Source: an optimization exercise on an open RTL-to-GDS flow (aim: small area). Production flows keep margins and buffers that such runs may drop.
Only simulation tests tie the RTL to the original design; equivalence was not proved.
Power and IR drop assume default switching activity.

## top
module top #(
  parameter WIDTH = 16
  ) (
    input                 clk,               
    input                 rst,               
    input                 data_in_i,         
    input                 data_in_u,         
    output                mclkin,            
    output                word_clk,          
    output [WIDTH - 1 :0] data_i,            
    output [WIDTH - 1 :0] data_u,            
    output                data_tx            
);
For scale: about 39 I/O pins, roughly 10000 um^2 of cells after synthesis.
clock: 10.0 ns
lec_check: 0
cap_margin: 20
core_margin: 2
core_utilization: 55
slew_margin: 20
standard.sh (not shown) runs the stock make flow with config.mk's settings and CLKGATE_MAP_FILE= SYNTH_SCRIPT=/design/flow/synth_recipe.tcl, a recipe that flattens the netlist after the stock synthesis.
==> flow/flow/run.sh <==
#!/bin/bash
# Standard layout (the standard.sh: standard synthesis, floorplan, power
# grid, placement, CTS, routing) with three settings changed:
#  - the clock tree is built from clkbuf_4 in clusters of at most 10 sinks,
#    without dummy loads;
#  - ports are buffered with buf_1 instead of the resizer's default choice;
#  - buffers inserted by ABC are removed before placement (repair_design
#    puts back what max slew/cap/fanout need).
# The full make output goes to run.log in the work folder; the ORFS logs
# of each step are under orfs/logs/.
set -euo pipefail
cd "$(dirname "$0")/.."
bash standard.sh \
  "CTS_ARGS=-sink_clustering_enable -repair_clock_nets -sink_clustering_size 10 -sink_clustering_max_diameter 40 -buf_list sky130_fd_sc_hd__clkbuf_4 -dont_use_dummy_load" \
  "BUFFER_PORTS_ARGS=-buffer_cell sky130_fd_sc_hd__buf_1" \
  "REMOVE_ABC_BUFFERS=1" \
  finish > run.log 2>&1
The starting point produced a clean layout.
Edit:
--- a/flow/flow/run.sh
+++ b/flow/flow/run.sh
@@ -12,5 +12,5 @@
 cd "$(dirname "$0")/.."
 bash standard.sh \
-  "CTS_ARGS=-sink_clustering_enable -repair_clock_nets -sink_clustering_size 10 -sink_clustering_max_diameter 40 -buf_list sky130_fd_sc_hd__clkbuf_4 -dont_use_dummy_load" \
+  "CTS_ARGS=-sink_clustering_enable -repair_clock_nets -sink_clustering_size 10 -sink_clustering_max_diameter 30 -buf_list sky130_fd_sc_hd__clkbuf_4 -dont_use_dummy_load" \
   "BUFFER_PORTS_ARGS=-buffer_cell sky130_fd_sc_hd__buf_1" \
   "REMOVE_ABC_BUFFERS=1" \
- CORE_UTILIZATION: 55 -> 40
Sequential power hardly moves.
Core utilization came out lower by 16 points.
Critical path depth increases by 3.
Final area grows slightly.
Register-to-register slack gains 0.32 ns.
Power is higher slightly.
Global-route usage decreases by 5.9 points.
Worst hold slack degrades by 0.051 ns.
Synthesized cell count stays the same.
First-iteration DRC count is higher by about a fifth.
Count of clock-buffer cells in the layout rises by 3.
Edit:
--- a/flow/flow/run.sh
+++ b/flow/flow/run.sh
@@ -12,5 +12,5 @@
 cd "$(dirname "$0")/.."
 bash standard.sh \
-  "CTS_ARGS=-sink_clustering_enable -repair_clock_nets -sink_clustering_size 10 -sink_clustering_max_diameter 30 -buf_list sky130_fd_sc_hd__clkbuf_4 -dont_use_dummy_load" \
+  "CTS_ARGS=-sink_clustering_enable -repair_clock_nets -sink_clustering_size 11 -sink_clustering_max_diameter 40 -buf_list sky130_fd_sc_hd__clkbuf_4 -dont_use_dummy_load" \
   "BUFFER_PORTS_ARGS=-buffer_cell sky130_fd_sc_hd__buf_1" \
   "REMOVE_ABC_BUFFERS=1" \
- CTS_BUF_LIST: not set -> sky130_fd_sc_hd__clkbuf_4
- CTS_CLUSTER_DIAMETER: not set -> 40
- CTS_CLUSTER_SIZE: not set -> 10
What happened: Wire length stays flat. Non-clock buffer count stays the same. Die area stays the same. First-iteration DRC count goes down by about 13%. Cell count goes down by about 0.6%. Design area goes down by 0.54%. Sequential power barely changes. Critical path depth stays the same. Power goes down by about 2%. Setup slack gets worse by 0.010 ns.
Edit:
--- a/flow/flow/run.sh
+++ b/flow/flow/run.sh
@@ -12,5 +12,5 @@
 cd "$(dirname "$0")/.."
 bash standard.sh \
-  "CTS_ARGS=-sink_clustering_enable -repair_clock_nets -sink_clustering_size 11 -sink_clustering_max_diameter 40 -buf_list sky130_fd_sc_hd__clkbuf_4 -dont_use_dummy_load" \
+  "CTS_ARGS=-sink_clustering_enable -repair_clock_nets -sink_clustering_size 10 -sink_clustering_max_diameter 40 -buf_list sky130_fd_sc_hd__clkbuf_4 -dont_use_dummy_load" \
   "BUFFER_PORTS_ARGS=-buffer_cell sky130_fd_sc_hd__buf_1" \
   "REMOVE_ABC_BUFFERS=1" \
Die area does not change.
Routed wire length rose by 0.31%.
Final cell count hardly moves.
Critical path depth does not change.
Synthesized area is unchanged.
Final area is about the same.
Total power rose by 0.65%.
Register-to-register slack is better by 0.02 ns.
Count of clock-buffer cells in the layout rose by 2.

separate check: timing with driven ports:
Ports are ideal in the flow. The routed layouts listed here were re-timed in OpenROAD.
Step 1, drivers: a clkbuf_16 drives clk and a buf_2 each remaining input, both assumed.
Step 2 adds t to the input delays and takes it off the output delays; t is the mean of the earliest and latest rising clock arrival at the registers after step 1. Input paths then give back, and output paths get back, about the clock's delay inside the block.
Three values: ideal, step 1, step 2; two values: the first two.
run	t, ns	setup WS [ns]	hold slack, ns
the first run	0.647	4.402 / 4.402 / 4.402	0.307 / 0.307 / 0.307
the second run	0.633	4.722 / 4.722 / 4.722	0.256 / 0.256 / 0.256
the third run	0.612	4.712 / 4.712 / 4.712	0.273 / 0.273 / 0.273
the fourth run	0.623	4.727 / 4.727 / 4.727	0.284 / 0.284 / 0.284
After both steps setup and hold are still met in every run listed.
